Background: an optimization exercise with open tools, aiming at small area, a short achievable clock period and few clock cycles. Do not read the settings as production practice. At most, simulation tests tie the RTL to the original design; equivalence was not proved. Function not checked in runs 5 and 6: the RTL went through the layout flow alone. In every run shown here, the design's own scripts or RTL, not TritonCTS, make the clock network. No driver is modelled on the clock port, so clock power and skew are understated where the tree is cut down; a real chip needs a root buffer or a tree. Power is estimated from default activity; no workload was simulated.

**flow/flow/run.sh**
```bash
#!/bin/bash
# Standard ORFS layout, with buf_1 port buffers, resizing not tied to cell
# footprints, and a hand-built two-level clock tree (flow/cts_pre.tcl).
set -euo pipefail
cd "$(dirname "$0")/.."
export FLOW_CTS_LEAVES=16
export FLOW_CTS_LEAF=sky130_fd_sc_hd__clkbuf_8
export FLOW_CTS_ROOT=sky130_fd_sc_hd__clkbuf_16
bash standard.sh \
  "BUFFER_PORTS_ARGS=-buffer_cell sky130_fd_sc_hd__buf_1" \
  MATCH_CELL_FOOTPRINT=0 \
  "PRE_CTS_TCL=$(pwd)/flow/cts_pre.tcl" \
  finish > flow_orfs.log 2>&1
```
**flow/flow/clock_tree.tcl**
```tcl
# Build a two-level clock tree by hand: K leaf buffers at the centroids of a
# k-means clustering of the clock sinks, fed directly by the clock port (K<=4)
# or through a root buffer.
proc build_clock_tree {clk_port K leaf_master root_master} {
  set db [ord::get_db]
  set block [ord::get_db_block]
  set net [[$block findBTerm $clk_port] getNet]
  set sinks {}
  foreach it [$net getITerms] {
    if {[$it isInputSignal]} { lappend sinks $it }
  }
  set pts {}
  foreach it $sinks {
    set bb [[$it getInst] getBBox]
    lappend pts [list [expr {([$bb xMin]+[$bb xMax])/2.0}] [expr {([$bb yMin]+[$bb yMax])/2.0}]]
  }
  set n [llength $pts]
  # k-means, seeded along the x axis after sorting
  set order [lsort -real -index 0 $pts]
  set cent {}
  for {set k 0} {$k < $K} {incr k} {
    lappend cent [lindex $order [expr {int(($k + 0.5) * $n / $K)}]]
  }
  for {set iter 0} {$iter < 50} {incr iter} {
    set asg {}
    foreach p $pts {
      set best 0; set bd 1e30
      for {set k 0} {$k < $K} {incr k} {
        set c [lindex $cent $k]
        set d [expr {abs([lindex $p 0]-[lindex $c 0]) + abs([lindex $p 1]-[lindex $c 1])}]
        if {$d < $bd} { set bd $d; set best $k }
      }
      lappend asg $best
    }
    set sx {}; set sy {}; set cnt {}
    for {set k 0} {$k < $K} {incr k} { lappend sx 0.0; lappend sy 0.0; lappend cnt 0 }
    foreach p $pts a $asg {
      lset sx $a [expr {[lindex $sx $a] + [lindex $p 0]}]
      lset sy $a [expr {[lindex $sy $a] + [lindex $p 1]}]
      lset cnt $a [expr {[lindex $cnt $a] + 1}]
    }
    set new {}
    for {set k 0} {$k < $K} {incr k} {
      if {[lindex $cnt $k] > 0} {
        lappend new [list [expr {[lindex $sx $k]/[lindex $cnt $k]}] [expr {[lindex $sy $k]/[lindex $cnt $k]}]]
      } else { lappend new [lindex $cent $k] }
    }
    set cent $new
  }
  puts "clock tree: $n sinks, cluster sizes $cnt"
  set lm [$db findMaster $leaf_master]
  set feed $net
  if {$root_master ne ""} {
    set rm [$db findMaster $root_master]
    set root [odb::dbInst_create $block $rm "cts_root"]
    set cx 0.0; set cy 0.0
    foreach c $cent { set cx [expr {$cx + [lindex $c 0]}]; set cy [expr {$cy + [lindex $c 1]}] }
    $root setLocation [expr {int($cx/$K)}] [expr {int($cy/$K)}]
    $root setPlacementStatus PLACED
    [$root findITerm A] connect $net
    set feed [odb::dbNet_create $block "clknet_root"]
    $feed setSigType CLOCK
    [$root findITerm X] connect $feed
  }
  for {set k 0} {$k < $K} {incr k} {
    set b [odb::dbInst_create $block $lm "cts_leaf_$k"]
    set c [lindex $cent $k]
    $b setLocation [expr {int([lindex $c 0])}] [expr {int([lindex $c 1])}]
    $b setPlacementStatus PLACED
    [$b findITerm A] connect $feed
    set ln [odb::dbNet_create $block "clknet_leaf_$k"]
    $ln setSigType CLOCK
    [$b findITerm X] connect $ln
    set leafnet($k) $ln
  }
  foreach it $sinks a $asg {
    $it disconnect
    $it connect $leafnet($a)
  }
  $net setSigType CLOCK
}
```
**flow/config.mk**
```make
export PLATFORM = sky130hd
export DESIGN_NAME = axi4_lite_slave_wrapper
export DESIGN_NICKNAME = axi4_lite_slave_wrapper
export VERILOG_FILES = /design/flow/design.v
export SDC_FILE = /design/flow/constraint.sdc
export NUM_CORES = 4
export LEC_CHECK = 0
export CAP_MARGIN = 20
export CORE_MARGIN = 2
export CORE_UTILIZATION = 75
export SETUP_SLACK_MARGIN = 1.4
export SLEW_MARGIN = 20
export TNS_END_PERCENT = 0
```
**flow/design.v**
```verilog
package axi_pkg;
  typedef enum logic [1:0] {
    RESP_OKAY   = 2'b00,
    RESP_EXOKAY = 2'b01,
    RESP_SLVERR = 2'b10,
    RESP_DECERR = 2'b11
  } axi_resp_t;
  localparam int NUM_REGS = 8;
  localparam logic [7:0] REG_CTRL_OFFSET     = 8'h00;
  localparam logic [7:0] REG_STATUS_OFFSET   = 8'h04;
  localparam logic [7:0] REG_DATA_TX_OFFSET  = 8'h08;
  localparam logic [7:0] REG_DATA_RX_OFFSET  = 8'h0C;
  localparam logic [7:0] REG_IRQ_EN_OFFSET   = 8'h10;
  localparam logic [7:0] REG_IRQ_STAT_OFFSET = 8'h14;
  localparam logic [7:0] REG_SCRATCH_OFFSET  = 8'h18;
  localparam logic [7:0] REG_VERSION_OFFSET  = 8'h1C;
  localparam int REG_CTRL     = 0;
  localparam int REG_STATUS   = 1;
  localparam int REG_DATA_TX  = 2;
  localparam int REG_DATA_RX  = 3;
  localparam int REG_IRQ_EN   = 4;
  localparam int REG_IRQ_STAT = 5;
  localparam int REG_SCRATCH  = 6;
  localparam int REG_VERSION  = 7;
  localparam logic [31:0] IP_VERSION = 32'h0001_0000;
endpackage
module axi4_lite_slave #(
  parameter int ADDR_WIDTH = 32,
  parameter int DATA_WIDTH = 32
)(
  input  logic                    aclk,
  input  logic                    aresetn,
  input  logic [ADDR_WIDTH-1:0]   awaddr,
  input  logic [2:0]              awprot,
  input  logic                    awvalid,
  output logic                    awready,
  input  logic [DATA_WIDTH-1:0]   wdata,
  input  logic [DATA_WIDTH/8-1:0] wstrb,
  input  logic                    wvalid,
  output logic                    wready,
  output logic [1:0]              bresp,
  output logic                    bvalid,
  input  logic                    bready,
  input  logic [ADDR_WIDTH-1:0]   araddr,
  input  logic [2:0]              arprot,
  input  logic                    arvalid,
  output logic                    arready,
  output logic [DATA_WIDTH-1:0]   rdata,
  output logic [1:0]              rresp,
  output logic                    rvalid,
  input  logic                    rready
);
  logic [31:0] reg_ctrl;
  logic [31:0] reg_data_tx;
  logic [31:0] reg_irq_en;
  logic [31:0] reg_scratch;
  logic       aw_v0, aw_v1;           
  logic [4:0] aw_e0, aw_e1;
  logic       aw_blk;                 
  logic       w_blk;                  
  logic [3:0] w_arm;                  
  logic       awready_q, wready_q;    
  logic       b_v, b_idle, b_err;     
  logic       bs_v, bs_err;           
  assign awready = awready_q;
  assign wready  = wready_q;
  assign bvalid  = b_v;
  assign bresp   = {b_err, 1'b0};
  wire aw_fire = awvalid & ~aw_blk;
  wire w_fire  = wvalid & ~w_blk;
  wire b_free  = b_idle | bready;     
  wire       aw_ok_in = (awaddr[31:5] == 27'd0);
  wire [4:0] aw_e_in  = {~aw_ok_in,
                         aw_ok_in & (awaddr[4:2] == 3'd6),
                         aw_ok_in & (awaddr[4:2] == 3'd4),
                         aw_ok_in & (awaddr[4:2] == 3'd2),
                         aw_ok_in & (awaddr[4:2] == 3'd0)};
  logic       aw_v0_d, aw_v1_d, bs_v_d, b_v_d, w_go_d;
  logic [4:0] aw_e0_d;
  always_comb begin
    aw_v0_d = aw_v0;
    aw_v1_d = aw_v1;
    if (w_fire) begin
      aw_v0_d = aw_v1 | aw_fire;
      aw_v1_d = 1'b0;
    end else if (aw_fire) begin
      aw_v0_d = 1'b1;
      aw_v1_d = aw_v0;
    end
  end
  assign aw_e0_d = (w_fire | ~aw_v0) ? (aw_v1 ? aw_e1 : aw_e_in) : aw_e0;
  assign bs_v_d  = ~b_free & (bs_v | w_fire);
  assign b_v_d   = b_free ? (bs_v | w_fire) : 1'b1;
  assign w_go_d  = aw_v0_d & ~bs_v_d;
  always_ff @(posedge aclk or negedge aresetn) begin
    if (!aresetn) begin
      aw_v0     <= 1'b0;
      aw_v1     <= 1'b0;
      aw_blk    <= 1'b1;
      w_blk     <= 1'b1;
      w_arm     <= 4'd0;
      awready_q <= 1'b0;
      wready_q  <= 1'b0;
      b_v       <= 1'b0;
      b_idle    <= 1'b1;
      b_err     <= 1'b0;
      bs_v      <= 1'b0;
      bs_err    <= 1'b0;
    end else begin
      aw_v0     <= aw_v0_d;
      aw_v1     <= aw_v1_d;
      aw_blk    <= aw_v1_d;
      w_blk     <= ~w_go_d;
      w_arm     <= {4{w_go_d}} & aw_e0_d[3:0];
      awready_q <= ~aw_v1_d;
      wready_q  <= w_go_d;
      b_v       <= b_v_d;
      b_idle    <= ~b_v_d;
      bs_v      <= bs_v_d;
      if (b_free) b_err <= bs_v ? bs_err : aw_e0[4];
      if (~bs_v)  bs_err <= aw_e0[4];
    end
  end
  always_ff @(posedge aclk) begin
    aw_e0 <= aw_e0_d;
    if (~aw_v1) aw_e1 <= aw_e_in;
  end
  always_ff @(posedge aclk or negedge aresetn) begin
    if (!aresetn) begin
      reg_ctrl    <= '0;
      reg_data_tx <= '0;
      reg_irq_en  <= '0;
      reg_scratch <= '0;
    end else begin
      for (int b = 0; b < 4; b++) begin
        if (wvalid && wstrb[b]) begin
          if (w_arm[0]) reg_ctrl[b*8 +: 8]    <= wdata[b*8 +: 8];
          if (w_arm[1]) reg_data_tx[b*8 +: 8] <= wdata[b*8 +: 8];
          if (w_arm[2]) reg_irq_en[b*8 +: 8]  <= wdata[b*8 +: 8];
          if (w_arm[3]) reg_scratch[b*8 +: 8] <= wdata[b*8 +: 8];
        end
      end
    end
  end
  logic        ar_v0, ar_v1;          
  logic        ar_blk;                
  logic        arready_q;             
  logic [5:0]  ar_lo, ar_hi_n;
  logic        ar_ok1;
  logic [2:0]  ar_idx1;
  logic        r_v, r_idle, r_err;    
  logic [31:0] r_data;
  assign arready = arready_q;
  assign rvalid  = r_v;
  assign rdata   = r_data;
  assign rresp   = {r_err, 1'b0};
  wire ar_fire  = arvalid & ~ar_blk;
  wire r_load   = r_idle | rready;    
  wire ar_pop   = r_load & ar_v0;
  wire ar_ok_in = (araddr[31:5] == 27'd0);
  wire       sel_ok  = ar_v1 ? ar_ok1  : ar_ok_in;
  wire [2:0] sel_idx = ar_v1 ? ar_idx1 : araddr[4:2];
  wire [5:0] lo_d = {~sel_ok,
                     sel_ok & (sel_idx == 3'd6),
                     sel_ok & (sel_idx == 3'd4),
                     sel_ok & (sel_idx[2:1] == 2'd1),
                     sel_ok & (sel_idx == 3'd1),
                     sel_ok & (sel_idx == 3'd0)};
  wire [5:0] hi_d = {~sel_ok,
                     sel_ok & (sel_idx == 3'd7),
                     sel_ok & (sel_idx == 3'd6),
                     sel_ok & (sel_idx == 3'd4),
                     sel_ok & (sel_idx[2:1] == 2'd1),
                     sel_ok & (sel_idx == 3'd0)};
  logic ar_v0_d, ar_v1_d;
  always_comb begin
    ar_v0_d = ar_v0;
    ar_v1_d = ar_v1;
    if (ar_pop) begin
      ar_v0_d = ar_v1 | ar_fire;
      ar_v1_d = 1'b0;
    end else if (ar_fire) begin
      ar_v0_d = 1'b1;
      ar_v1_d = ar_v0;
    end
  end
  always_ff @(posedge aclk or negedge aresetn) begin
    if (!aresetn) begin
      ar_v0     <= 1'b0;
      ar_v1     <= 1'b0;
      ar_blk    <= 1'b1;
      arready_q <= 1'b0;
      r_v       <= 1'b0;
      r_idle    <= 1'b1;
      r_err     <= 1'b0;
    end else begin
      ar_v0     <= ar_v0_d;
      ar_v1     <= ar_v1_d;
      ar_blk    <= ar_v1_d;
      arready_q <= ~ar_v1_d;
      if (r_load) begin
        r_v    <= ar_v0;
        r_idle <= ~ar_v0;
        r_err  <= ar_lo[5];
      end
    end
  end
  wire [31:0] lo_word = ({32{ar_lo[0]}} & reg_ctrl)
                      | ({32{ar_lo[1]}} & {31'd0, reg_ctrl[0]})
                      | ({32{ar_lo[2]}} & reg_data_tx)
                      | ({32{ar_lo[3]}} & reg_irq_en)
                      | ({32{ar_lo[4]}} & reg_scratch)
                      | ({32{ar_lo[5]}} & 32'hDEADBEEF);
  wire [31:0] hi_word = ({32{~ar_hi_n[0]}} & reg_ctrl)
                      | ({32{~ar_hi_n[1]}} & reg_data_tx)
                      | ({32{~ar_hi_n[2]}} & reg_irq_en)
                      | ({32{~ar_hi_n[3]}} & reg_scratch)
                      | ({32{~ar_hi_n[4]}} & axi_pkg::IP_VERSION)
                      | ({32{~ar_hi_n[5]}} & 32'hDEADBEEF);
  always_ff @(posedge aclk) begin
    if (ar_pop | ~ar_v0) begin
      ar_lo   <= lo_d;
      ar_hi_n <= ~hi_d;
    end
    if (~ar_v1) begin
      ar_ok1  <= ar_ok_in;
      ar_idx1 <= araddr[4:2];
    end
    if (r_load) r_data <= {hi_word[31:16], lo_word[15:0]};
  end
endmodule
module axi4_lite_slave_wrapper #(
  parameter int ADDR_WIDTH = 32,
  parameter int DATA_WIDTH = 32
)(
  input  logic                      aclk,
  input  logic                      aresetn,
  input  logic [ADDR_WIDTH-1:0]     s_axi_awaddr,
  input  logic [2:0]                s_axi_awprot,
  input  logic                      s_axi_awvalid,
  output logic                      s_axi_awready,
  input  logic [DATA_WIDTH-1:0]     s_axi_wdata,
  input  logic [DATA_WIDTH/8-1:0]   s_axi_wstrb,
  input  logic                      s_axi_wvalid,
  output logic                      s_axi_wready,
  output logic [1:0]                s_axi_bresp,
  output logic                      s_axi_bvalid,
  input  logic                      s_axi_bready,
  input  logic [ADDR_WIDTH-1:0]     s_axi_araddr,
  input  logic [2:0]                s_axi_arprot,
  input  logic                      s_axi_arvalid,
  output logic                      s_axi_arready,
  output logic [DATA_WIDTH-1:0]     s_axi_rdata,
  output logic [1:0]                s_axi_rresp,
  output logic                      s_axi_rvalid,
  input  logic                      s_axi_rready
);
  axi4_lite_slave #(
    .ADDR_WIDTH (ADDR_WIDTH),
    .DATA_WIDTH (DATA_WIDTH)
  ) u_slave (
    .aclk    (aclk),           .aresetn (aresetn),
    .awaddr  (s_axi_awaddr),   .awprot  (s_axi_awprot),
    .awvalid (s_axi_awvalid),  .awready (s_axi_awready),
    .wdata   (s_axi_wdata),    .wstrb   (s_axi_wstrb),
    .wvalid  (s_axi_wvalid),   .wready  (s_axi_wready),
    .bresp   (s_axi_bresp),    .bvalid  (s_axi_bvalid),
    .bready  (s_axi_bready),
    .araddr  (s_axi_araddr),   .arprot  (s_axi_arprot),
    .arvalid (s_axi_arvalid),  .arready (s_axi_arready),
    .rdata   (s_axi_rdata),    .rresp   (s_axi_rresp),
    .rvalid  (s_axi_rvalid),   .rready  (s_axi_rready)
  );
endmodule
```
**flow/flow/cts_pre.tcl**
```tcl
# Sourced by ORFS's cts.tcl (PRE_CTS_TCL) after the placed design is loaded.
# Builds a shallow, balanced clock tree by hand (see clock_tree.tcl) and
# turns the clock_tree_synthesis call that follows into a no-op; the rest of
# cts.tcl (legalisation, timing repair) runs as usual.
source [file join [file dirname [info script]] clock_tree.tcl]
set K    $::env(FLOW_CTS_LEAVES)
set leaf $::env(FLOW_CTS_LEAF)
set root [expr {[info exists ::env(FLOW_CTS_ROOT)] ? $::env(FLOW_CTS_ROOT) : ""}]
build_clock_tree aclk $K $leaf $root
rename clock_tree_synthesis __unused_clock_tree_synthesis
proc clock_tree_synthesis {args} {
  puts "clock tree built by flow/clock_tree.tcl"
  set_propagated_clock [all_clocks]
}
```
**flow/standard.sh**
```bash
#!/bin/bash
# synth_recipe.tcl (not shown) runs the flow's synth.tcl, then flattens the netlist and writes it again
# the make line also repeats each setting of config.mk as NAME=value (left out here)
make -C /OpenROAD-flow-scripts/flow DESIGN_CONFIG=/design/flow/config.mk WORK_HOME=/design/flow/orfs CLKGATE_MAP_FILE= SYNTH_SCRIPT=/design/flow/synth_recipe.tcl "${@:-finish}"
```
**flow/constraint.sdc**
```tcl
create_clock -name core_clock -period 3.0 [get_ports {aclk}]
set_input_delay 0.6000 -clock core_clock [delete_from_list [all_inputs] [get_ports {aclk}]]
set_output_delay 0.6000 -clock core_clock [all_outputs]
set_load 0.01 [all_outputs]
```
==> results of run 1 <==
==> metrics by stage <==
step / setup WS (ps) / hold WS [ps] / cells / cell area, um2 / utilization [%]
global route: 1310 / 111 / 860 / 9280 / 86.0
global placement: 1010 / 441 / 841 / 8990 / 83.3
CTS: 1340 / 97.0 / 858 / 9240 / 85.6
detailed placement: 943 / 450 / 841 / 8990 / 83.3
floorplan: 1300 / 304 / 576 / 8320 / -
finish: 1380 / 101 / 860 / 9280 / 86.0
==> layout by cell type (no fill, tap or decap), types with 4 or more instances in the layout <==
cell type  netlist  routed
a21oi_1         14      14
clkbuf_8         0      16
a22oi_1         17      17
mux2_2         134     134
edfxtp_1        45      45
dfrtp_1        145     144
nor4_1          12      11
nand3_1         32      32
inv_1           16      14
a222oi_1        23      23
dfxtp_1         13      13
nand4_1          5       5
dfstp_2          5       5
buf_4            4       4
nor2_1           8       6
nand2_1         41      41
buf_1            0     140
o211ai_1         4       4
mux2i_1          5       5
==> area by class of cell <==
type / instances / area share, %
multi-input combinational: 331 / 30.3
buffer: 17 / 2.64
tap: 140 / 1.89
inverter: 17 / 0.755
timing repair buffer: 147 / 6.50
sequential: 208 / 57.9
==> how the worst max path moves through the flow <==
stage,start,to,slack [ps],cells past startpoint
5_1_grt,s_axi_wvalid,u_slave.w_arm[3],1310,7
4_1_cts,u_slave.ar_v1,u_slave.ar_hi_n[0],1340,5
3_3_place_gp,s_axi_wvalid,u_slave.aw_e0[2],1010,6
6_report,u_slave.ar_v1,u_slave.ar_lo[1],1380,3
3_5_place_dp,s_axi_wvalid,u_slave.aw_e0[2],940,6
2_1_floorplan,s_axi_awaddr[14],u_slave.w_arm[0],1300,4
==> worst register-to-register path, delay by kind of cell (launching register included) <==
kind                   cells  cell delay, ps
multiplexers               1             390
buffers and inverters      1             210
flip-flops                 1             450
AND/OR/NAND/NOR            1             360
==> kinds of logic (layout without fill, tap and decap cells) <==
| family | after synthesis | in the layout |
|---|---|---|
| AND/OR/NAND/NOR | 118 | 118 |
| flip-flops | 208 | 208 |
| buffers and inverters | 37 | 181 |
| other | 1 | 2 |
| AO/OA/AOI/OAI | 71 | 71 |
| multiplexers | 140 | 140 |
==> sequential cells by signal, indices dropped and copies added (netlist names), 3 cells and up <==
name and count:
u_slave.r_data 32, u_slave.reg_ctrl 32, u_slave.reg_data_tx 32, u_slave.reg_irq_en 32
u_slave.reg_scratch 32, u_slave.ar_hi_n 6, u_slave.ar_lo 6, u_slave.aw_e0 5
u_slave.aw_e1 5, u_slave.w_arm 4, u_slave.ar_idx1 3
==> routing by layer <==
layer	share of wire (%)	track usage (%)	routed length, um
met1	39	40.3	6820
met4	1.3	5.79	235
met3	6.6	3.47	1160
met5	0	0	0
met2	53	53.0	9250
==> where the power goes <==
part / internal (W) / switching (W)
Combinational: 0.00103 / 0.000820
Sequential: 0.00404 / 0.000709
Clock: 0.000537 / 0.000808
Total: 0.00561 / 0.00234
==> what timing repair did <==
| action | CTS | global route |
|---|---|---|
| buffers inserted | 0 | 2 |
| gates resized for setup | 4 | 5 |
| pin swaps | 0 | 3 |
| hold endpoints to repair | 0 | 0 |
| endpoints found under the setup margin | 13 | 23 |
| hold buffers | 0 | 0 |
| gates cloned | 0 | 0 |
==> key figures, run 1 <==
Routing
  – Initial drt markers: 584
  – Detailed-route vias per instance: 6.37
  – DRC: 0
  – Post-route ant nets: 0
  – DRT Wirelength: 17500 um
  – DR WL/cell: 20.3 um
  – Via Count: 5482
  – Drt pass-1 iters: 6

Worst setup path
  – Kind of critical path: flop to flop
  – Delay-heaviest family, CP: flip-flops
  – R2r setup slk: 1380 ps
  – Bufs and invs on worst path: 1
  – CP max stage delay: 450 ps
  – Worst Path Max Fanout: 7
  – CP Data Required Time: 3200 ps
  – CP Launch Type: flop
  – Worst reg2reg path startpoint: u_slave.ar_v1
  – Crit-path cells: mux2i_1 > inv_1 > nor4_1
  – CP endpoint kind: flop
  – Worst reg2reg path depth: 3
  – Slowest cell on crit path: dfrtp_2
  – Crit path DAT: 1820 ps
  – Capturing point of the worst reg2reg path: u_slave.ar_lo[1]

Die
  – Core Box Area: 10800 um2
  – Starting Density: 76.9%
  – Chip Height: 109 um
  – Die Wd: 109 um
  – Row cnt: 38
  – Io pins: 154
  – Die area: 11900 um2

Pwr
  – P per Cell Area: 856 nW/um2
  – Total Power: 0.00794 W
  – Maximum VDD drop: 0.646 mV
  – Pleak: 3.68 nW

Logic synthesis
  – Leading area contributor after synthesis: dfrtp_1
  – #FFs+latches synth: 208
  – Combinational family with the most area after synthesis: multiplexers
  – Yosys cell types: 40
  – Post-synth EDFFs: 45
  – Syn. warnings: 1
  – Mean Syn Cell Area: 14.4 um2
  – Main area contributors after synthesis: dfrtp_1 44%, mux2_2 18%, edfxtp_1 16%
  – Synth Area in Adders: 0%
  – Ys async rst share: 72.1%
  – Xor and xnor area share after synthesis: 0%
  – Compound-gate portion of the synthesized area: 6.77%
  – Sequential element share of the synthesized area: 64.8%
  – Post-synth top cells: 145 x dfrtp_1, 134 x mux2_2, 45 x edfxtp_1
  – Mux share of post-synthesis cell area: 18.9%
  – Area share of the leading cell type in the synthesized netlist: 43.7%
  – Synth Cell Area: 8300 um2
  – Count leader, synth: dfrtp_1
  – Top FF cell, synth: dfrtp_1
  – Synth Area in Simple Gates: 7.60%
  – Synth Instances: 575

Placement
  – HPWL Detailed: 11500 um
  – PortBufs: 141
  – GPL Wtd Cong: 0.756

STA
  – Total negative slack: 0 ps
  – Hold Vio Cnt, Final: 0
  – Post-layout min period: 1620 ps
  – Final setup fails: 0
  – Unrepaired setup endpoints after global routing: yes
  – Maximum clock rate: 0.616 GHz
  – Worst Clk Skew: 26.4 ps
  – Worst-Margin Slew: 723 ps
  – Tcrit/Tclk final: 54.1%
  – Normalized max-slew margin: 51.8%
  – Max-slew violations: 0

Clock network
  – Clk slew on worst S/H paths: 100 ps
  – Clock Latency Late Sink: 410 ps

Global route
  – Gr usage total: 29.8%
  – Largest net degree at the start of global routing: 80
  – Vias in the first global route: 5670
  – Total gr overflow: 0
  – First-pass GRT wire length: 27700 um
  – Antenna violations before repair: 0

Finish
  – Layout overhead on the synthesized area: 11.9%
  – Fillers: 554
  – Share of post-route cells with drive strength above 1: 25.7%
  – Register Area: 5370 um2
  – Multi-input gate area: 2820 um2
  – Layout Nets: 835
  – Ant diodes: 0

Min path
  – Hold Crit Class: primary input to async pin

Status
  – Status: timing/DRC/antenna clean

Flow run
  – Max_cap viols: 0
Testbench counts, summed over its fixed seeds: cycles 3,216.
==> inputs of run 2 (changes only) <==
--- a/flow/config.mk
+++ b/flow/config.mk
@@ -7,7 +7,7 @@
 export LEC_CHECK = 0
 export CAP_MARGIN = 20
 export CORE_MARGIN = 2
-export CORE_UTILIZATION = 75
+export CORE_UTILIZATION = 60
 export SETUP_SLACK_MARGIN = 1.4
 export SLEW_MARGIN = 20
 export TNS_END_PERCENT = 0
==> run 2 against run 1 <==
First-iteration DRC count shrank 25%. Sequential power is essentially flat. Final area grew 0.51%. Still clean.
==> key figures, run 2 <==
Die
  – Die Wd: 122 um
  – Starting Density: 62.1%
  – Row cnt: 42
  – Die area: 14800 um2
  – Core Box Area: 13300 um2
  – Io pins: 154
  – Chip Height: 122 um

Logic synthesis
  – Yosys cell types: 40
  – Synth Cell Area: 8300 um2
  – #FFs+latches synth: 208
  – Ys async rst share: 72.1%
  – Mean Syn Cell Area: 14.4 um2
  – Top FF cell, synth: dfrtp_1
  – Post-synth top cells: 145 x dfrtp_1, 134 x mux2_2, 45 x edfxtp_1
  – Synth Area in Simple Gates: 7.60%
  – Count leader, synth: dfrtp_1
  – Leading area contributor after synthesis: dfrtp_1
  – Mux share of post-synthesis cell area: 18.9%
  – Compound-gate portion of the synthesized area: 6.77%
  – Syn. warnings: 1
  – Area share of the leading cell type in the synthesized netlist: 43.7%
  – Post-synth EDFFs: 45
  – Synth Instances: 575
  – Synth Area in Adders: 0%
  – Xor and xnor area share after synthesis: 0%
  – Combinational family with the most area after synthesis: multiplexers
  – Main area contributors after synthesis: dfrtp_1 44%, mux2_2 18%, edfxtp_1 16%
  – Sequential element share of the synthesized area: 64.8%

Routing
  – Post-route ant nets: 0
  – Via Count: 5353
  – Drt pass-1 iters: 7
  – DRT Wirelength: 17200 um
  – Initial drt markers: 440
  – DRC: 0
  – DR WL/cell: 19.2 um
  – Detailed-route vias per instance: 5.98

Global route
  – Gr usage total: 23.6%
  – Antenna violations before repair: 0
  – Vias in the first global route: 5583
  – First-pass GRT wire length: 27800 um
  – Largest net degree at the start of global routing: 79
  – Total gr overflow: 0

Finish
  – Commonest cells after routing, fill and taps aside: 144 x dfrtp_1, 140 x buf_1, 134 x mux2_2
  – Layout overhead on the synthesized area: 12.5%
  – Ant diodes: 0
  – Finished Core Util: 69.9%
  – Layout Nets: 834
  – Fillers: 995
  – Share of post-route cells with drive strength above 1: 25.9%
  – Most common cell after layout, fill and taps aside: dfrtp_1

Clock network
  – Clk slew on worst S/H paths: 110 ps
  – CTS Hold Bufs: 0
  – Clock Latency Late Sink: 410 ps

Worst setup path
  – CP Launch Type: flop
  – Capturing point of the worst reg2reg path: u_slave.r_data[16]
  – Worst reg2reg path depth: 3
  – R2r setup slk: 1390 ps
  – CP Data Required Time: 3100 ps
  – Worst Path Max Fanout: 16
  – Kind of critical path: flop to flop
  – CP endpoint kind: flop
  – Critical path launch point: u_slave.ar_hi_n[0]
  – Crit path DAT: 1710 ps
  – Worst reg2reg path startpoint: u_slave.ar_hi_n[0]
  – Setup crit end: u_slave.r_data[16]

STA
  – Worst Clk Skew: 31.1 ps
  – Post-layout min period: 1610 ps
  – Unrepaired setup endpoints after global routing: yes
  – Normalized max-slew margin: 48.4%
  – Tcrit/Tclk final: 53.6%
  – Worst-Margin Slew: 774 ps
  – Hold Vio Cnt, Final: 0
  – Total negative slack: 0 ps
  – Maximum clock rate: 0.622 GHz
  – Final setup fails: 0
  – Setup ws final: 1390 ps
  – Max-slew violations: 0
  – WHS: 226 ps

Placement
  – DP Worst Slack: 810 ps
  – HPWL Detailed: 11600 um
  – PortBufs: 141
  – GPL Wtd Cong: 0.750

Pwr
  – P per Cell Area: 845 nW/um2
  – Maximum VDD drop: 0.476 mV
  – Pleak: 3.68 nW

Status
  – Status: timing/DRC/antenna clean

Flow run
  – Max_cap viols: 0

Min path
  – Hold Crit Class: primary input to async pin
[run 2: cell counts after synthesis]
No cell type changed its count.
[run 2: layout make-up]
class                           count  area, um2  area share, %
Tap cell                          176        220           2.36
Buffer                             17        245           2.63
Multi-Input combinational cell    331       2830           30.3
Sequential cell                   208       5370           57.6
Inverter                           17       70.1          0.751
Timing Repair Buffer              146        596           6.38
[run 2: worst min path at each step]
| stage | start | endpoint | slack, ps | cells after the start |
|---|---|---|---|---|
| floorplan | aresetn | u_slave.ar_v0 | 300 | 0 |
| global placement | u_slave.aw_e1[4] | u_slave.aw_e1[4] | 440 | 2 |
| detailed placement | u_slave.aw_e1[4] | u_slave.aw_e1[4] | 450 | 2 |
| CTS | aresetn | u_slave.reg_data_tx[13] | 230 | 1 |
| global route | aresetn | u_slave.reg_data_tx[13] | 260 | 1 |
| finish | aresetn | u_slave.reg_ctrl[15] | 230 | 1 |
[run 2: critical path, stage by stage, from the launching register on]
cell      delay, ps
edfxtp_1        340
inv_1           290
a222oi_1        500
nand4_1         170
[run 2: metal layers]
metal / up-vias / routed length [um] / GRT usage (%)
met2: 196 / 8650 / 40.8
met4: 0 / 342 / 4.96
li1: 2445 / - / -
met5: - / 0 / 0
met3: 32 / 1050 / 2.34
met1: 2680 / 7180 / 33.1
[run 2: per-stage QoR]
step	total power (W)	area, um2	instances
detailed placement	0.00660	9040	877
floorplan	0.00592	8320	576
finish	0.00789	9330	895
global placement	0.00641	9040	877
global route	0.00835	9330	895
CTS	0.00792	9300	894
[run 2: kinds of logic (layout without fill, tap and decap cells)]
kind of cell    count (synthesis)  after routing
flops                         208            208
mux                           140            140
simple gates                  118            118
compound gates                 71             71
buf+inv                        37            180
other cells                     1              2
[run 2: power breakdown]
part / leakage (nW) / total, W / switching, W / internal [W]
sequential: 2.30 / 0.00472 / 0.000684 / 0.00404
clock: 0.127 / 0.00133 / 0.000793 / 0.000538
combinational: 1.25 / 0.00183 / 0.000801 / 0.00103
[run 2: repair_timing]
action / CTS / global route
endpoints found under the setup margin: 15 / 21
pin swaps: 0 / 2
setup buffers: 0 / 1
gates cloned: 0 / 0
resized for setup: 5 / 6
hold endpoints to repair: 0 / 0
==> inputs of run 3 (changes only) <==
--- a/flow/config.mk
+++ b/flow/config.mk
@@ -5,9 +5,10 @@
 export SDC_FILE = /design/flow/constraint.sdc
 export NUM_CORES = 4
 export LEC_CHECK = 0
+export ABC_AREA = 1
 export CAP_MARGIN = 20
 export CORE_MARGIN = 2
-export CORE_UTILIZATION = 60
+export CORE_UTILIZATION = 40
 export SETUP_SLACK_MARGIN = 1.4
 export SLEW_MARGIN = 20
 export TNS_END_PERCENT = 0
==> run 3 against run 2 <==
Synthesized cell count up 52%. Power decreased by 1.2%. Clock skew up 16 ps. Combinational power shrank 9%. Final area grew 1.5%. Clock power is 4% higher. Critical endpoint is now s_axi_rdata[17]. Register-to-register slack about the same. Flip-flop and latch count stayed put.
==> key figures, run 3 <==
Logic synthesis
  – Post-synth EDFFs: 45
  – Synth Instances: 874
  – Syn. warnings: 1
  – Mean Syn Cell Area: 9.58 um2
  – Sequential element share of the synthesized area: 64.2%
  – Yosys cell types: 31
  – Area share of the leading cell type in the synthesized netlist: 43.4%
  – Synth Cell Area: 8370 um2
  – #FFs+latches synth: 208
  – Ys async rst share: 72.1%
  – Count leader, synth: nand2_1
  – Main area contributors after synthesis: dfrtp_1 43%, edfxtp_1 16%, nand2_1 11%
  – Leading area contributor after synthesis: dfrtp_1
  – Top FF cell, synth: dfrtp_1
  – Post-synth top cells: 245 x nand2_1, 145 x dfrtp_1, 132 x o21ai_0

STA
  – Worst Clk Skew: 47.4 ps
  – Final setup fails: 0
  – Worst-Margin Slew: 777 ps
  – Max-slew violations: 0
  – Maximum clock rate: 0.627 GHz
  – Normalized max-slew margin: 48.2%
  – Hold Vio Cnt, Final: 0
  – Tcrit/Tclk final: 53.1%
  – Unrepaired setup endpoints after global routing: yes
  – Post-layout min period: 1590 ps
  – Total negative slack: 0 ps

Min path
  – Hold Crit Class: primary input to async pin

Finish
  – Most common cell after layout, fill and taps aside: nand2_1
  – Commonest cells after routing, fill and taps aside: 244 x nand2_1, 145 x dfrtp_1, 139 x buf_1
  – Ant diodes: 0
  – Layout overhead on the synthesized area: 13.2%
  – Share of post-route cells with drive strength above 1: 5.98%
  – Layout Nets: 1119
  – Final Non-Filler Cells: 1274

Routing
  – Via Count: 6152
  – Post-route ant nets: 0
  – Drt pass-1 iters: 5
  – DRC: 0
  – DRT Wirelength: 18300 um
  – Detailed-route vias per instance: 4.83
  – DR WL/cell: 14.3 um
  – Initial drt markers: 356

Worst setup path
  – Kind of critical path: flop to primary output
  – Worst reg2reg path depth: 3
  – Crit path DAT: 990 ps
  – R2r setup slk: 1410 ps
  – Bufs and invs on worst path: 1
  – CP Data Required Time: 2400 ps
  – CP max stage delay: 430 ps
  – Slowest cell on crit path: edfxtp_1
  – Crit-path cells: buf_1
  – CP endpoint kind: primary output
  – Worst Path Max Fanout: 1
  – Worst reg2reg path startpoint: u_slave.ar_hi_n[0]
  – Delay-heaviest family, CP: flip-flops
  – CP Launch Type: flop
  – Capturing point of the worst reg2reg path: u_slave.r_data[16]

Placement
  – Placed Cells: 1257
  – PortBufs: 141
  – GPL Wtd Cong: 0.760
  – HPWL Detailed: 12000 um

Global route
  – Largest net degree at the start of global routing: 89
  – Gr usage total: 16.8%
  – Antenna violations before repair: 0
  – Total gr overflow: 0
  – Vias in the first global route: 5890
  – First-pass GRT wire length: 30100 um

Clock network
  – Clk slew on worst S/H paths: 90 ps
  – Clock Latency Late Sink: 430 ps
  – CTS Hold Bufs: 0

Flow run
  – Max_cap viols: 0

Pwr
  – Pleak: 4.08 nW
  – Maximum VDD drop: 0.348 mV
  – P per Cell Area: 823 nW/um2

Die
  – Die Wd: 149 um
  – Chip Height: 149 um
  – Io pins: 154
  – Row cnt: 52
  – Starting Density: 41.1%
  – Die area: 22100 um2
  – Core Box Area: 20400 um2

Status
  – Status: timing/DRC/antenna clean
-- run 3: cell count changes after synthesis, moves of 13 or more --
cell       change
inv_1         +69
a22oi_1       -17
nand2_1      +204
a222oi_1      -23
o21ai_0      +129
clkbuf_1      +16
mux2_2       -133
o2111ai_1     +15
nor2_1        +38
a221oi_1      +13
-- run 3: report_power, final --
group / total (W) / switching (W) / internal, W
sequential: 0.00476 / 0.000678 / 0.00408
clock: 0.00138 / 0.000839 / 0.000536
combinational: 0.00166 / 0.00101 / 0.000645
total: 0.00779 / 0.00253 / 0.00526
-- run 3: area by class of cell --
type,count,area (um2)
Fill cell,2035,10900
Inverter,91,345
Sequential cell,208,5370
Tap cell,270,338
Multi-Input combinational cell,539,2550
Buffer,17,245
Timing Repair Buffer,149,619
-- run 3: stage by stage --
step           util [%]  cell area (um2)  hold WS [ps]  setup WS, ps  power [W]
2_1_floorplan         -             8380           304          1400    0.00587
3_3_place_gp       45.0             9170           430           810    0.00639
3_5_place_dp       45.0             9170           438           800    0.00647
4_1_cts            46.2             9420           209          1230    0.00785
5_1_grt            46.5             9470           214          1250    0.00844
6_report           46.5             9470           215          1410    0.00779
-- run 3: cells by family (layout without fill, tap and decap cells) --
group	count (synthesis)	in the layout	share of synthesized area [%]
other	1	2	0.0448
muxes	1	1	0.135
DFF	208	208	64.2
and+or+nand+nor	358	358	17.4
AOI/OAI and AO/OA	178	178	12.2
buffers and inverters	128	257	6.08
-- run 3: timing repair --
item,4_1_cts,5_1_grt
resized for setup,0,13
setup buffers,0,0
cloned,0,0
setup endpoints to repair,112,151
-- run 3: worst max-delay path by stage --
stage / from / endpoint / slack [ps] / depth (start not counted)
floorplan: s_axi_rready / u_slave.r_data[0] / 1400 / 2
detailed placement: s_axi_wvalid / u_slave.reg_ctrl[7] / 800 / 3
global route: s_axi_wvalid / u_slave.w_arm[3] / 1250 / 8
CTS: s_axi_wvalid / u_slave.reg_ctrl[7] / 1230 / 3
global placement: s_axi_wvalid / u_slave.w_arm[0] / 810 / 8
finish: u_slave.r_data[17] / s_axi_rdata[17] / 1410 / 1
-- run 3: routing by layer --
metal	GRT usage, %	part of all wire [%]	wire [um]	vias to the layer above
li1	-	-	-	3114
met1	24.8	47	8650	2838
met2	27.1	45	8200	172
met3	1.63	5.5	1000	28
met4	3.33	2.3	418	0
met5	0	0	0	-
==> inputs of run 4 (changes only) <==
--- a/flow/config.mk
+++ b/flow/config.mk
@@ -5,7 +5,6 @@
 export SDC_FILE = /design/flow/constraint.sdc
 export NUM_CORES = 4
 export LEC_CHECK = 0
-export ABC_AREA = 1
 export CAP_MARGIN = 20
 export CORE_MARGIN = 2
 export CORE_UTILIZATION = 40
==> run 4 against run 3 <==
Still clean on timing, DRC and antenna. Register-to-register slack better by 20 ps. Wire length up 3.0%. Clock skew down 23 ps. Power up 2.0%. Synthesized area down 0.88%. Combinational power up 11%. Via count down 14%. Final area down 0.28%. Maximum frequency about the same. Die area down 0.86%. Largest power group unchanged.
==> key figures, run 4 <==
STA
  – Total negative slack: 0 ps
  – Worst-Margin Slew: 852 ps
  – Max-slew violations: 0
  – Tcrit/Tclk final: 53.1%
  – Setup ws final: 1410 ps
  – Maximum clock rate: 0.627 GHz
  – Final setup fails: 0
  – Hold Vio Cnt, Final: 0
  – Worst Clk Skew: 24.7 ps
  – Normalized max-slew margin: 43.2%
  – Unrepaired setup endpoints after global routing: yes
  – Post-layout min period: 1590 ps

Worst setup path
  – Bufs and invs on worst path: 1
  – Crit-path cells: buf_1
  – Slowest cell on crit path: edfxtp_1
  – Kind of critical path: flop to primary output
  – CP Data Required Time: 2400 ps
  – CP max stage delay: 420 ps
  – Crit path DAT: 990 ps
  – CP Launch Type: flop
  – Worst Path Max Fanout: 1
  – Delay-heaviest family, CP: flip-flops
  – CP endpoint kind: primary output

Logic synthesis
  – Leading area contributor after synthesis: dfrtp_1
  – Top FF cell, synth: dfrtp_1
  – Syn. warnings: 1
  – Count leader, synth: dfrtp_1
  – #FFs+latches synth: 208
  – Ys async rst share: 72.1%
  – Main area contributors after synthesis: dfrtp_1 44%, mux2_2 18%, edfxtp_1 16%
  – Post-synth EDFFs: 45
  – Area share of the leading cell type in the synthesized netlist: 43.7%
  – Yosys cell types: 40
  – Synth Instances: 575
  – Mean Syn Cell Area: 14.4 um2
  – Synth Cell Area: 8300 um2
  – Sequential element share of the synthesized area: 64.8%
  – Post-synth top cells: 145 x dfrtp_1, 134 x mux2_2, 45 x edfxtp_1

Finish
  – Layout Nets: 834
  – Share of post-route cells with drive strength above 1: 25.9%
  – Layout overhead on the synthesized area: 13.9%
  – Ant diodes: 0
  – Commonest cells after routing, fill and taps aside: 144 x dfrtp_1, 140 x buf_1, 134 x mux2_2
  – Most common cell after layout, fill and taps aside: dfrtp_1

Flow run
  – Max_cap viols: 0

Routing
  – Initial drt markers: 349
  – Via Count: 5283
  – DR WL/cell: 19.0 um
  – DRT Wirelength: 18800 um
  – Post-route ant nets: 0
  – DRC: 0
  – Detailed-route vias per instance: 5.34
  – Drt pass-1 iters: 5

Placement
  – DP Worst Slack: 889 ps
  – GPL Wtd Cong: 0.730
  – PortBufs: 141
  – HPWL Detailed: 12400 um

Min path
  – Hold Crit Class: primary input to async pin

Clock network
  – CTS Hold Bufs: 0
  – Clock Latency Late Sink: 420 ps
  – Clk slew on worst S/H paths: 100 ps

Global route
  – Largest net degree at the start of global routing: 85
  – Antenna violations before repair: 0
  – Gr usage total: 17.0%
  – Total gr overflow: 0
  – Vias in the first global route: 5639
  – First-pass GRT wire length: 29800 um

Die
  – Die area: 21900 um2
  – Io pins: 154
  – Row cnt: 52
  – Chip Height: 148 um
  – Die Wd: 148 um
  – Starting Density: 40.9%
  – Core Box Area: 20300 um2

Pwr
  – Maximum VDD drop: 0.275 mV
  – Pleak: 3.68 nW
  – P per Cell Area: 841 nW/um2

Status
  – Status: timing/DRC/antenna clean
[run 4: cell count changes after synthesis, moves of 16 or more]
cell,before,now
a22oi_1,0,17
clkbuf_1,29,13
mux2_2,1,134
nor2_1,46,8
nand2_1,245,41
inv_1,85,16
a222oi_1,0,23
o21ai_0,132,3
[run 4: cell families (layout without fill, tap and decap cells)]
family | Yosys count | after routing | synth area share, %
buf+inv | 37 | 180 | 1.90
simple gates | 118 | 118 | 7.60
compound gates | 71 | 71 | 6.77
flops | 208 | 208 | 64.8
mux | 140 | 140 | 18.9
other cells | 1 | 2 | 0.0452
[run 4: layer usage]
layer	share of wire, %	wire (um)	GRT usage (%)
met1	42	7970	22.4
met2	50	9480	30.7
met3	5.9	1110	2.01
met4	1.4	270	2.86
met5	0	0	0
[run 4: cell type report]
cell class	instances	area, um2
flip-flops and latches	208	5370
repair buffers	146	596
well taps	270	338
plain buffers	17	245
inverters	17	70.1
multi-input cells	331	2820
fillers	1835	10900
[run 4: what timing repair did]
| action | CTS | global route |
|---|---|---|
| pin swaps | 0 | 2 |
| setup buffers | 1 | 0 |
| cloned | 0 | 0 |
| gates resized for setup | 3 | 8 |
| endpoints found under the setup margin | 15 | 28 |
[run 4: worst paths after layout]
path                                    start             endpoint  slack, ps  cells past startpoint
max reg2reg                  u_slave.ar_lo[2]    u_slave.r_data[9]       1430                      2
min in group core_clock      u_slave.aw_e1[4]     u_slave.aw_e1[4]        470                      2
min                                   aresetn  u_slave.reg_ctrl[5]        240                      2
max                        u_slave.r_data[16]      s_axi_rdata[16]       1410                      1
min reg2reg                  u_slave.aw_e1[4]     u_slave.aw_e1[4]        470                      2
max in group asynchronous             aresetn        u_slave.ar_v1       1990                      2
[run 4: power breakdown]
| part | internal [W] | total [W] | switching (W) |
|---|---|---|---|
| Clock | 0.000537 | 0.00137 | 0.000830 |
| Sequential | 0.00404 | 0.00474 | 0.000697 |
| Combinational | 0.00104 | 0.00184 | 0.000805 |
| Total | 0.00561 | 0.00795 | 0.00233 |
[run 4: per-stage QoR]
step / std cells / utilization (%) / area, um2 / hold slack [ps] / total power (W)
2_1_floorplan: 576 / - / 8320 / 304 / 0.00592
3_3_place_gp: 971 / 45.0 / 9140 / 445 / 0.00641
3_5_place_dp: 971 / 45.0 / 9140 / 456 / 0.00662
4_1_cts: 989 / 46.4 / 9410 / 239 / 0.00801
5_1_grt: 989 / 46.5 / 9450 / 247 / 0.00842
6_report: 989 / 46.5 / 9450 / 241 / 0.00795
==> inputs of run 5 (changes only) <==
--- a/flow/design.v
+++ b/flow/design.v
@@ -55,7 +55,7 @@
   logic [31:0] reg_irq_en;
   logic [31:0] reg_scratch;
   logic       aw_v0, aw_v1;           
-  logic [4:0] aw_e0, aw_e1;
+  logic [2:0] aw_e0, aw_e1;
   logic       aw_blk;                 
   logic       w_blk;                  
   logic [3:0] w_arm;                  
@@ -70,13 +70,14 @@
   wire w_fire  = wvalid & ~w_blk;
   wire b_free  = b_idle | bready;     
   wire       aw_ok_in = (awaddr[31:5] == 27'd0);
-  wire [4:0] aw_e_in  = {~aw_ok_in,
-                         aw_ok_in & (awaddr[4:2] == 3'd6),
-                         aw_ok_in & (awaddr[4:2] == 3'd4),
-                         aw_ok_in & (awaddr[4:2] == 3'd2),
-                         aw_ok_in & (awaddr[4:2] == 3'd0)};
+  wire       aw_wr_in = aw_ok_in & ~awaddr[2];
+  wire [2:0] aw_e_in  = {aw_wr_in, awaddr[4], aw_wr_in ? awaddr[3] : ~aw_ok_in};
+  function automatic logic [3:0] we_of(input logic [2:0] e);
+    we_of = {4{e[2]}} & (4'b0001 << e[1:0]);
+  endfunction
   logic       aw_v0_d, aw_v1_d, bs_v_d, b_v_d, w_go_d;
-  logic [4:0] aw_e0_d;
+  logic [2:0] aw_e0_d;
+  wire        aw_err0 = ~aw_e0[2] & aw_e0[0];
   always_comb begin
     aw_v0_d = aw_v0;
     aw_v1_d = aw_v1;
@@ -111,14 +112,14 @@
       aw_v1     <= aw_v1_d;
       aw_blk    <= aw_v1_d;
       w_blk     <= ~w_go_d;
-      w_arm     <= {4{w_go_d}} & aw_e0_d[3:0];
+      w_arm     <= {4{w_go_d}} & we_of(aw_e0_d);
       awready_q <= ~aw_v1_d;
       wready_q  <= w_go_d;
       b_v       <= b_v_d;
       b_idle    <= ~b_v_d;
       bs_v      <= bs_v_d;
-      if (b_free) b_err <= bs_v ? bs_err : aw_e0[4];
-      if (~bs_v)  bs_err <= aw_e0[4];
+      if (b_free) b_err <= bs_v ? bs_err : aw_err0;
+      if (~bs_v)  bs_err <= aw_err0;
     end
   end
   always_ff @(posedge aclk) begin
==> run 5 against run 4 <==
Critical path type unchanged. Power is 3.9% lower. Clock power hardly changed. Synthesized area is 0.69% lower. Via count is 0.83% lower. Maximum frequency is 1.5% higher. Flip-flop and latch count is 4 lower. Clock skew is 4.1 ps higher. Worst setup slack better by 24 ps. Register-to-register slack hardly changed. Final area is 0.93% higher. First-iteration DRC count is 11% higher.
==> key figures, run 5 <==
Die
  – Row cnt: 52
  – Die area: 21800 um2
  – Core Box Area: 20200 um2
  – Starting Density: 40.7%
  – Chip Height: 148 um
  – Io pins: 154
  – Die Wd: 148 um

Logic synthesis
  – Xor and xnor area share after synthesis: 0%
  – Ys async rst share: 73.5%
  – Synth Area in Adders: 0%
  – Syn. warnings: 1
  – Count leader, synth: dfrtp_1
  – Synth Instances: 560
  – Mux share of post-synthesis cell area: 18.8%
  – Post-synth top cells: 145 x dfrtp_1, 133 x mux2_2, 44 x edfxtp_1
  – Yosys cell types: 43
  – Combinational family with the most area after synthesis: multiplexers
  – Leading area contributor after synthesis: dfrtp_1
  – Synth Cell Area: 8240 um2
  – Main area contributors after synthesis: dfrtp_1 44%, mux2_2 18%, edfxtp_1 16%
  – Mean Syn Cell Area: 14.7 um2
  – Top FF cell, synth: dfrtp_1
  – Compound-gate portion of the synthesized area: 6.62%
  – #FFs+latches synth: 204
  – Sequential element share of the synthesized area: 64.1%
  – Synth Area in Simple Gates: 8.66%
  – Area share of the leading cell type in the synthesized netlist: 44.0%
  – Post-synth EDFFs: 44

Global route
  – Largest net degree at the start of global routing: 48
  – Met1 usage: 22.4%
  – Gr busiest metal: met2
  – GR Util met2: 29.3%
  – GR Util met3: 2.31%
  – Gr usage total: 16.6%
  – First-pass GRT wire length: 29100 um
  – Antenna violations before repair: 0
  – Vias in the first global route: 5511
  – Total gr overflow: 0

Finish
  – Finished Core Util: 47.1%
  – Ant diodes: 0
  – Layout overhead on the synthesized area: 15.7%
  – Share of post-route cells with drive strength above 1: 29.7%
  – Commonest cells after routing, fill and taps aside: 143 x dfrtp_1, 140 x buf_1, 133 x mux2_2
  – Design Area, Final: 9530 um2
  – Most common cell after layout, fill and taps aside: dfrtp_1
  – Layout Nets: 831

Worst setup path
  – R2r setup slk: 1440 ps
  – CP max stage delay: 420 ps
  – Slowest cell on crit path: edfxtp_1
  – Kind of critical path: flop to primary output
  – CP endpoint kind: primary output
  – CP Data Required Time: 2400 ps
  – Bufs and invs on worst path: 1
  – Delay-heaviest family, CP: flip-flops
  – CP Launch Type: flop
  – Crit path DAT: 970 ps
  – Crit-path cells: buf_1
  – Worst Path Max Fanout: 1

STA
  – Final setup fails: 0
  – Tcrit/Tclk final: 52.3%
  – Worst Clk Skew: 28.8 ps
  – Maximum clock rate: 0.637 GHz
  – Max-slew violations: 0
  – Normalized max-slew margin: 47.8%
  – Unrepaired setup endpoints after global routing: yes
  – Total negative slack: 0 ps
  – Setup ws final: 1430 ps
  – Worst-Margin Slew: 782 ps
  – Post-layout min period: 1570 ps
  – Hold Vio Cnt, Final: 0

Pwr
  – Total Power: 0.00764 W
  – Maximum VDD drop: 0.288 mV
  – Pleak: 3.87 nW
  – P per Cell Area: 801 nW/um2

Routing
  – Initial drt markers: 388
  – DR WL/cell: 18.7 um
  – Detailed-route vias per instance: 5.31
  – Via Count: 5239
  – Drt pass-1 iters: 5
  – DRC: 0
  – Post-route ant nets: 0
  – DRT Wirelength: 18500 um

Placement
  – Cell Area, Placed: 9100 um2
  – DP Worst Slack: 984 ps
  – HPWL Detailed: 12400 um
  – GPL Wtd Cong: 0.749
  – PortBufs: 141

Status
  – Status: timing/DRC/antenna clean

Flow run
  – Max_cap viols: 0

Min path
  – Hold Crit Class: primary input to async pin

Clock network
  – Clk slew on worst S/H paths: 90 ps
  – CTS Hold Bufs: 0
  – Clock Latency Late Sink: 420 ps
## run 5: metrics by stage
stage,std cells,hold slack [ps]
floorplan,561,304
CTS,979,255
finish,986,241
global route,986,275
detailed placement,958,491
global placement,958,476
## run 5: power breakdown
group	total (W)	internal, W	switching, W
sequential	0.00450	0.00388	0.000619
combinational	0.00178	0.000976	0.000800
clock	0.00136	0.000537	0.000828
total	0.00764	0.00539	0.00225
## run 5: repair_timing
action,CTS,global route
resized for setup,4,13
hold endpoints to repair,0,0
gates cloned,0,0
setup buffers,4,7
pin swaps,2,4
endpoints found under the setup margin,13,28
## run 5: routing by layer
metal  share of wire [%]  vias to the layer above
met5                   0                        -
met4                 1.2                        0
met3                 5.9                       20
met2                  51                      181
met1                  42                     2646
li1                    -                     2392
## run 5: logic make-up after synthesis
| group | after synthesis |
|---|---|
| other | 1 |
| DFF | 204 |
| and+or+nand+nor | 119 |
| buffers and inverters | 34 |
| AOI/OAI and AO/OA | 64 |
| muxes | 138 |
## run 5: area by class of cell
type / instances / area, um2
Buffer: 17 / 245
Fill cell: 1824 / 10700
Inverter: 15 / 71.3
Multi-Input combinational cell: 323 / 2890
Sequential cell: 204 / 5280
Tap cell: 270 / 338
Timing Repair Buffer: 157 / 707
## run 5: path summary, 6_finish.rpt
path / start / end / depth (start not counted)
max: u_slave.r_data[0] / s_axi_rdata[0] / 1
min: aresetn / u_slave.reg_scratch[1] / 1
max reg2reg: u_slave.ar_v1 / u_slave.ar_hi_n[2] / 5
min reg2reg: u_slave.ar_v0 / u_slave.r_idle / 1
max in group asynchronous: aresetn / u_slave.reg_scratch[20] / 2
min in group core_clock: s_axi_wdata[19] / u_slave.reg_irq_en[19] / 2
==> inputs of run 6 (changes only) <==
--- a/flow/design.v
+++ b/flow/design.v
@@ -54,8 +54,9 @@
   logic [31:0] reg_data_tx;
   logic [31:0] reg_irq_en;
   logic [31:0] reg_scratch;
-  logic       aw_v0, aw_v1;           
-  logic [2:0] aw_e0, aw_e1;
+  logic [1:0] aw_sv;                  
+  logic       aw_wp, aw_rp;           
+  logic [4:0] aw_s0, aw_s1;
   logic       aw_blk;                 
   logic       w_blk;                  
   logic [3:0] w_arm;                  
@@ -70,33 +71,32 @@
   wire w_fire  = wvalid & ~w_blk;
   wire b_free  = b_idle | bready;     
   wire       aw_ok_in = (awaddr[31:5] == 27'd0);
-  wire       aw_wr_in = aw_ok_in & ~awaddr[2];
-  wire [2:0] aw_e_in  = {aw_wr_in, awaddr[4], aw_wr_in ? awaddr[3] : ~aw_ok_in};
-  function automatic logic [3:0] we_of(input logic [2:0] e);
-    we_of = {4{e[2]}} & (4'b0001 << e[1:0]);
-  endfunction
-  logic       aw_v0_d, aw_v1_d, bs_v_d, b_v_d, w_go_d;
-  logic [2:0] aw_e0_d;
-  wire        aw_err0 = ~aw_e0[2] & aw_e0[0];
-  always_comb begin
-    aw_v0_d = aw_v0;
-    aw_v1_d = aw_v1;
-    if (w_fire) begin
-      aw_v0_d = aw_v1 | aw_fire;
-      aw_v1_d = 1'b0;
-    end else if (aw_fire) begin
-      aw_v0_d = 1'b1;
-      aw_v1_d = aw_v0;
-    end
-  end
-  assign aw_e0_d = (w_fire | ~aw_v0) ? (aw_v1 ? aw_e1 : aw_e_in) : aw_e0;
-  assign bs_v_d  = ~b_free & (bs_v | w_fire);
-  assign b_v_d   = b_free ? (bs_v | w_fire) : 1'b1;
-  assign w_go_d  = aw_v0_d & ~bs_v_d;
+  wire [4:0] aw_e_in  = {~aw_ok_in,
+                         aw_ok_in & (awaddr[4:2] == 3'd6),
+                         aw_ok_in & (awaddr[4:2] == 3'd4),
+                         aw_ok_in & (awaddr[4:2] == 3'd2),
+                         aw_ok_in & (awaddr[4:2] == 3'd0)};
+  wire [4:0] aw_head   = aw_rp ? aw_s1 : aw_s0;
+  wire [4:0] aw_other  = aw_rp ? aw_s0 : aw_s1;
+  wire       aw_ov     = aw_rp ? aw_sv[0] : aw_sv[1];    
+  wire       aw_any    = aw_sv[0] | aw_sv[1];
+  wire       go_f  = (aw_ov | aw_fire) & b_free;
+  wire [3:0] arm_f = {4{go_f}} & (aw_ov ? aw_other[3:0] : aw_e_in[3:0]);
+  wire       go_n  = (aw_any | aw_fire) & (b_free | ~bs_v);
+  wire [3:0] arm_n = {4{go_n}} & (aw_any ? aw_head[3:0] : aw_e_in[3:0]);
+  wire       fire_sel = wvalid & ~w_blk;
+  wire       w_go_d   = fire_sel ? go_f  : go_n;
+  wire [3:0] w_arm_d  = fire_sel ? arm_f : arm_n;
+  wire [1:0] aw_sv_d = (aw_sv & ~({aw_rp, ~aw_rp} & {2{w_fire}}))
+                     | ({aw_wp, ~aw_wp} & {2{aw_fire}});
+  wire       aw_full_d = aw_sv_d[0] & aw_sv_d[1];
+  wire       bs_v_d  = ~b_free & (bs_v | w_fire);
+  wire       b_v_d   = ~b_free | bs_v | w_fire;
   always_ff @(posedge aclk or negedge aresetn) begin
     if (!aresetn) begin
-      aw_v0     <= 1'b0;
-      aw_v1     <= 1'b0;
+      aw_sv     <= 2'b00;
+      aw_wp     <= 1'b0;
+      aw_rp     <= 1'b0;
       aw_blk    <= 1'b1;
       w_blk     <= 1'b1;
       w_arm     <= 4'd0;
@@ -108,23 +108,24 @@
       bs_v      <= 1'b0;
       bs_err    <= 1'b0;
     end else begin
-      aw_v0     <= aw_v0_d;
-      aw_v1     <= aw_v1_d;
-      aw_blk    <= aw_v1_d;
+      aw_sv     <= aw_sv_d;
+      aw_wp     <= aw_wp ^ aw_fire;
+      aw_rp     <= aw_rp ^ w_fire;
+      aw_blk    <= aw_full_d;
       w_blk     <= ~w_go_d;
-      w_arm     <= {4{w_go_d}} & we_of(aw_e0_d);
-      awready_q <= ~aw_v1_d;
+      w_arm     <= w_arm_d;
+      awready_q <= ~aw_full_d;
       wready_q  <= w_go_d;
       b_v       <= b_v_d;
       b_idle    <= ~b_v_d;
       bs_v      <= bs_v_d;
-      if (b_free) b_err <= bs_v ? bs_err : aw_err0;
-      if (~bs_v)  bs_err <= aw_err0;
+      if (b_free) b_err <= bs_v ? bs_err : aw_head[4];
+      if (~bs_v)  bs_err <= aw_head[4];
     end
   end
   always_ff @(posedge aclk) begin
-    aw_e0 <= aw_e0_d;
-    if (~aw_v1) aw_e1 <= aw_e_in;
+    if (~aw_sv[0] & ~aw_wp) aw_s0 <= aw_e_in;
+    if (~aw_sv[1] &  aw_wp) aw_s1 <= aw_e_in;
   end
   always_ff @(posedge aclk or negedge aresetn) begin
     if (!aresetn) begin
--- a/flow/config.mk
+++ b/flow/config.mk
@@ -8,6 +8,6 @@
 export CAP_MARGIN = 20
 export CORE_MARGIN = 2
 export CORE_UTILIZATION = 40
-export SETUP_SLACK_MARGIN = 1.4
+export SETUP_SLACK_MARGIN = 1.5
 export SLEW_MARGIN = 20
 export TNS_END_PERCENT = 0
==> run 6 against run 5 <==
Still clean on timing, DRC and antenna. Flip-flop and latch count increased by 6. Via count increased by 9.8%. Worst setup slack got worse by 100 ps. Synthesized area increased by 5.0%. Maximum frequency decreased by 6.1%. Wire length increased by 9.8%. Power increased by 13%. Sequential power increased by 9.6%.
==> key figures, run 6 <==
Status
  – Status: timing/DRC/antenna clean

Placement
  – GPL Wtd Cong: 0.771
  – HPWL Detailed: 13500 um
  – PortBufs: 141

STA
  – Worst Clk Skew: 33.8 ps
  – Max-slew violations: 0
  – Final setup fails: 0
  – Unrepaired setup endpoints after global routing: yes
  – Total negative slack: 0 ps
  – Maximum clock rate: 0.598 GHz
  – Normalized max-slew margin: 48.1%
  – Post-layout min period: 1670 ps
  – Hold Vio Cnt, Final: 0
  – Worst-Margin Slew: 779 ps
  – WHS: 188 ps
  – Tcrit/Tclk final: 55.7%

Global route
  – Largest net degree at the start of global routing: 57
  – First-pass GRT wire length: 31300 um
  – Antenna violations before repair: 0
  – Gr usage total: 17.5%
  – Vias in the first global route: 6006
  – Total gr overflow: 0

Routing
  – Via Count: 5755
  – DRC: 0
  – Post-route ant nets: 0
  – Detailed-route vias per instance: 5.47
  – Drt pass-1 iters: 7
  – DRT Wirelength: 20300 um
  – DR WL/cell: 19.3 um
  – Initial drt markers: 379

Worst setup path
  – Worst reg2reg path depth: 6
  – Worst Path Max Fanout: 6
  – R2r setup slk: 1360 ps
  – Critical path launch point: s_axi_awaddr[22]
  – Capturing point of the worst reg2reg path: u_slave.w_arm[0]
  – Crit path DAT: 1960 ps
  – CP Data Required Time: 3290 ps
  – CP Launch Type: primary input
  – Setup crit end: u_slave.w_arm[2]
  – CP endpoint kind: flop
  – Worst reg2reg path startpoint: u_slave.w_blk
  – Kind of critical path: primary input to flop

Logic synthesis
  – Area share of the leading cell type in the synthesized netlist: 42.5%
  – Sequential element share of the synthesized area: 63.7%
  – Post-synth top cells: 147 x dfrtp_1, 134 x mux2_2, 54 x edfxtp_1
  – Synth Instances: 613
  – Syn. warnings: 1
  – Count leader, synth: dfrtp_1
  – Post-synth EDFFs: 54
  – #FFs+latches synth: 210
  – Synth Cell Area: 8650 um2
  – Mean Syn Cell Area: 14.1 um2
  – Ys async rst share: 72.4%
  – Leading area contributor after synthesis: dfrtp_1
  – Yosys cell types: 46
  – Top FF cell, synth: dfrtp_1
  – Main area contributors after synthesis: dfrtp_1 43%, edfxtp_1 19%, mux2_2 17%

Die
  – Die Wd: 151 um
  – Row cnt: 53
  – Chip Height: 151 um
  – Die area: 22800 um2
  – Core Box Area: 21200 um2
  – Io pins: 154
  – Starting Density: 40.9%

Finish
  – Ant diodes: 0
  – Layout Nets: 896
  – Layout overhead on the synthesized area: 16.3%
  – Most common cell after layout, fill and taps aside: dfrtp_1
  – Share of post-route cells with drive strength above 1: 27.4%
  – Commonest cells after routing, fill and taps aside: 143 x dfrtp_1, 140 x buf_1, 134 x mux2_2

Pwr
  – P per Cell Area: 858 nW/um2
  – Pleak: 3.94 nW
  – Maximum VDD drop: 0.376 mV

Clock network
  – Clock Latency Late Sink: 420 ps
  – CTS Hold Bufs: 0
  – Clk slew on worst S/H paths: 90 ps

Flow run
  – Max_cap viols: 0

Min path
  – Hold Crit Class: primary input to async pin
run 6: cell count changes after synthesis, sizes merged, moves of 4 or more:
cell	before	now
nor2	8	12
edfxtp	44	54
dfxtp	10	4
o21ai	3	8
ha	0	4
a21oi	13	19
inv	15	25
run 6: worst max-delay path, cell delays in order:
cell and delay, ps:
buf_1 70, or4_4 570, nor3_4 240, nand2_4 120
o41ai_4 370
run 6: layer usage:
layer / up-vias / routed length, um / GRT usage, %
met2: 215 / 10400 / 32.2
met5: - / 0 / 0
li1: 2622 / - / -
met4: 0 / 412 / 3.74
met3: 31 / 1360 / 1.93
met1: 2887 / 8080 / 22.5
run 6: worst min-delay path by stage:
stage	start	end	slack, ps	cells after the start
after floorplan	aresetn	u_slave.ar_v0	300	0
after detailed placement	u_slave.reg_ctrl[0]	u_slave.reg_ctrl[0]	490	1
after global placement	u_slave.ar_v0	u_slave.r_idle	480	1
final	aresetn	u_slave.reg_data_tx[5]	190	1
after global routing	aresetn	u_slave.reg_data_tx[5]	200	1
after CTS	aresetn	u_slave.reg_data_tx[5]	190	1
run 6: logic make-up (layout without fill, tap and decap cells):
logic type / after synthesis / after routing / share of synthesized area, %
AO/OA/AOI/OAI: 86 / 86 / 7.89
adder cells (fa/ha/maj): 4 / 4 / 0.579
buffers and inverters: 47 / 210 / 2.26
flip-flops: 210 / 210 / 63.7
multiplexers: 139 / 139 / 18.0
other: 1 / 2 / 0.0434
AND/OR/NAND/NOR: 126 / 126 / 7.48
run 6: stage by stage:
stage	utilization [%]	total power [W]	cells	worst slack [ps]	area, um2
3_5_place_dp	44.9	0.00708	1013	847	9490
3_3_place_gp	44.9	0.00685	1013	916	9490
4_1_cts	46.9	0.00864	1043	1390	9920
5_1_grt	47.6	0.00915	1052	1350	10100
2_1_floorplan	-	0.00632	614	1170	8650
6_report	47.6	0.00864	1052	1330	10100
run 6: final cells by class:
class                   count  area (um2)
plain buffers              17         245
fillers                  1838       11100
inverters                  25         105
multi-input cells         357        3060
flip-flops and latches    210        5520
well taps                 275         344
repair buffers            168         790
run 6: what timing repair did:
action / CTS / global route
buffers inserted: 13 / 9
pin swaps: 5 / 5
gates resized for setup: 21 / 13
endpoints found under the setup margin: 105 / 203
run 6: where the power goes:
| group | total (W) | leakage, nW | switching, W | internal, W |
|---|---|---|---|---|
| registers | 0.00493 | 2.30 | 0.000758 | 0.00417 |
| logic | 0.00235 | 1.51 | 0.00107 | 0.00128 |
| clock network | 0.00136 | 0.127 | 0.000821 | 0.000537 |

-- afterwards: timing with drivers on the ports --
The flow's constraints put no driver on any port. The routed layouts listed below were extracted and timed again, unchanged, in two steps. Step 1: set_driving_cell puts a clkbuf_16 on aclk and a buf_2 on each other input, an assumption about the parent block. Step 2 moves the port delays by t, midway between the first and last clock arrival at a register: inputs arrive t later, outputs are due t later. That takes back most of the time a late clock gives input paths. a / b / c = ideal ports / drivers / drivers and shift; a / b = the first two.
run	t (ns)	setup slack, ns	clock arrival spread, ns
run 1	0.428	1.377 / 1.377 / 0.962	0.037 / 0.037
run 2	0.429	1.393 / 1.393 / 1.010	0.033 / 0.033
run 3	0.456	1.406 / 1.361 / 0.928	0.047 / 0.048
run 4	0.451	1.406 / 1.359 / 1.030	0.026 / 0.026
run 5	0.448	1.430 / 1.387 / 1.034	0.030 / 0.029
run 6	0.446	1.328 / 1.353 / 0.907	0.036 / 0.036
After both steps every run listed still meets setup and hold. The setup slack of run 3, which loses most, moves by -0.045 ns with the drivers and by -0.478 ns with both steps.
